Context: an optimization exercise on an open-source flow, tuned for small area. The choices shown serve that exercise and are no tape-out recipe. Only simulation tests tie the RTL to the original design; equivalence was not proved.

==> flow/design.v (excerpt) <==
module ai_accel
(
	rst_n,
	clk,
	addr,
	wr_en,
	accel_select,
	data_in,
	ctr,
	data_out
);
For scale: ~120 I/O pins, about 0.023 mm2 of cells after synthesis.
export LEC_CHECK = 0
export CAP_MARGIN = 5
export CORE_MARGIN = 2
export CORE_UTILIZATION = 60
export CTS_BUF_LIST = sky130_fd_sc_hd__clkbuf_8
export CTS_CLUSTER_DIAMETER = 80
export CTS_CLUSTER_SIZE = 16
export GPL_TIMING_DRIVEN = 0
export PLACE_DENSITY = 0.7
export SETUP_SLACK_MARGIN = 0
export SLEW_MARGIN = 5
export SYNTH_HIERARCHICAL = 1
export SYNTH_MINIMUM_KEEP_SIZE = 0
export REMOVE_ABC_BUFFERS = 1
export BUFFER_PORTS_ARGS = -buffer_cell sky130_fd_sc_hd__buf_1
export CTS_ARGS = -sink_clustering_enable -repair_clock_nets -dont_use_dummy_load -sink_clustering_size 16 -sink_clustering_max_diameter 80 -buf_list sky130_fd_sc_hd__clkbuf_8
create_clock -name core_clock -period 32.0 [get_ports {clk}]
standard.sh (not shown) runs the stock make flow with config.mk's settings and CLKGATE_MAP_FILE= SYNTH_SCRIPT=/design/flow/synth_recipe.tcl, a recipe that flattens the netlist after the stock synthesis.
==> flow/flow/run.sh <==
#!/bin/bash
# Standard layout (standard.sh), except: the synthesis buffers are removed at
# floorplan, ports get buf_1 buffers, and CTS inserts no dummy loads.
set -e
cat >> config.mk <<'EOF'
export REMOVE_ABC_BUFFERS = 1
export BUFFER_PORTS_ARGS = -buffer_cell sky130_fd_sc_hd__buf_1
export CTS_ARGS = -sink_clustering_enable -repair_clock_nets -dont_use_dummy_load -sink_clustering_size 16 -sink_clustering_max_diameter 80 -buf_list sky130_fd_sc_hd__clkbuf_8
EOF
bash standard.sh > standard.log 2>&1
The first run completed with no timing, DRC or antenna violations.
==> next run, changes <==
==> flow/flow/run.sh (replaced) <==
#!/bin/bash
# Standard layout (standard.sh), except: the synthesis buffers are removed at
# floorplan, ports get buf_2 buffers, and CTS inserts no dummy loads.
set -e
cat >> config.mk <<'EOF'
export REMOVE_ABC_BUFFERS = 1
export BUFFER_PORTS_ARGS = -buffer_cell sky130_fd_sc_hd__buf_2
export CTS_ARGS = -sink_clustering_enable -repair_clock_nets -dont_use_dummy_load -sink_clustering_size 25 -sink_clustering_max_diameter 100 -buf_list sky130_fd_sc_hd__clkbuf_16
EOF
bash standard.sh > standard.log 2>&1
Settings changed: BUFFER_PORTS_ARGS -buffer_cell sky130_fd_sc_hd__buf_1 to -buffer_cell sky130_fd_sc_hd__buf_2, CAP_MARGIN 5 to 20, CTS_ARGS -sink_clustering_enable -repair_clock_nets -dont_use_dummy_load -sink_clustering_size 16 -sink_clustering_max_diameter 80 -buf_list sky130_fd_sc_hd__clkbuf_8 to -sink_clustering_enable -repair_clock_nets -dont_use_dummy_load -sink_clustering_size 25 -sink_clustering_max_diameter 100 -buf_list sky130_fd_sc_hd__clkbuf_16, CTS_BUF_LIST sky130_fd_sc_hd__clkbuf_8 to sky130_fd_sc_hd__clkbuf_16, CTS_CLUSTER_DIAMETER 80 to 100, CTS_CLUSTER_SIZE 16 to 25, SLEW_MARGIN 5 to 20.
The new run produced a clean layout.
Wire length hardly moves.
Cell count hardly moves.
Register-to-register slack got worse by 0.11 ns.
Setup slack degrades by 0.081 ns.
Final area rose by 1.2%.
Synthesized cell count does not change.
Clock skew drops by 0.050 ns.
Non-clock buffer count grows by 7.

== lane 1 ==
ai_accel, a different RTL version from the one above (not shown whole).
Size: about 2000 cells after synthesis, roughly 120 I/O pins, roughly 0.024 sq mm of cells after synthesis.
==> flow/design.v (excerpt) <==
module ai_accel
(
	rst_n,
	clk,
	addr,
	wr_en,
	accel_select,
	data_in,
	ctr,
	data_out
);
clock: 32.0 ns
lec_check: 0
cap_margin: 20
core_margin: 2
core_utilization: 45
place_density: 0.6
setup_slack_margin: 0
slew_margin: 20
synth_hierarchical: 1
synth_minimum_keep_size: 0
run.sh (not shown) runs the stock make flow with config.mk's settings and CLKGATE_MAP_FILE= SYNTH_SCRIPT=/design/flow/synth_recipe.tcl, a recipe that flattens the netlist after the stock synthesis.
Stock flow here: none of the scripts above is used.
Lane 1 did not stop at any stage, and its layout met the timing, design-rule and antenna checks.
What lane 2 does differently from lane 1 at the input level:
Settings: CTS_CLUSTER_SIZE now 25, previously not set; CTS_BUF_LIST now sky130_fd_sc_hd__clkbuf_16, previously not set; CTS_CLUSTER_DIAMETER now 100, previously not set.
- The lower post-synthesis to final-layout area growth came out of lane 2.
- Lane 1 and lane 2 ended up with nearly the same global-route usage.
- Looking at count of cells along the worst register-to-register path, lane 2 sits below lane 1.
- Transition at the pin with the smallest max-transition slack in lane 2 is 0.016 ns above lane 1.
- Re average cell area after synthesis: no difference whatsoever between lane 2 and lane 1.
- In lane 2 the worst setup margin turned out 0.022 ns higher than in lane 1.
- Summary of lane 2 over lane 1: number of ordinary and repair buffers in the finished layout did not really move; clock insertion delay at the later pin of the skew report went down; clock period minus final worst setup slack went down.

[afterwards: timing with drivers on the ports]
No port has a modelled driver above. Below, the same layouts with a new extraction and two added sets of constraints. Step 1 (the two cells are an assumption about what drives the block):
set clk [get_ports {clk}]
set_driving_cell -lib_cell sky130_fd_sc_hd__clkbuf_16 $clk
set_driving_cell -lib_cell sky130_fd_sc_hd__buf_2 [delete_from_list [all_inputs] $clk]
Step 2 moves the port delays by t, midway between the first and last clock arrival at a register: inputs arrive t later, outputs are due t later. That takes back most of the time a late clock gives input paths. Three values: ideal, step 1, step 2; two values: the first two.
run	t, ns	slack for setup (ns)	hold slack, ns	clock arrival spread, ns	worst data-port slew with drivers (ns)
the first run of note 1	0.603	0.600 / 0.553 / 1.156	0.478 / 0.478 / 0.478	0.096 / 0.096	0.07
the second run of note 1	0.530	0.519 / 0.472 / 1.001	0.475 / 0.475 / 0.475	0.045 / 0.045	0.09
lane 1	0.646	8.786 / 8.730 / 9.376	0.505 / 0.505 / 0.505	0.046 / 0.046	0.05
lane 2	0.609	8.808 / 8.748 / 9.358	0.510 / 0.510 / 0.510	0.037 / 0.037	0.05
After both steps every run listed still meets setup and hold.
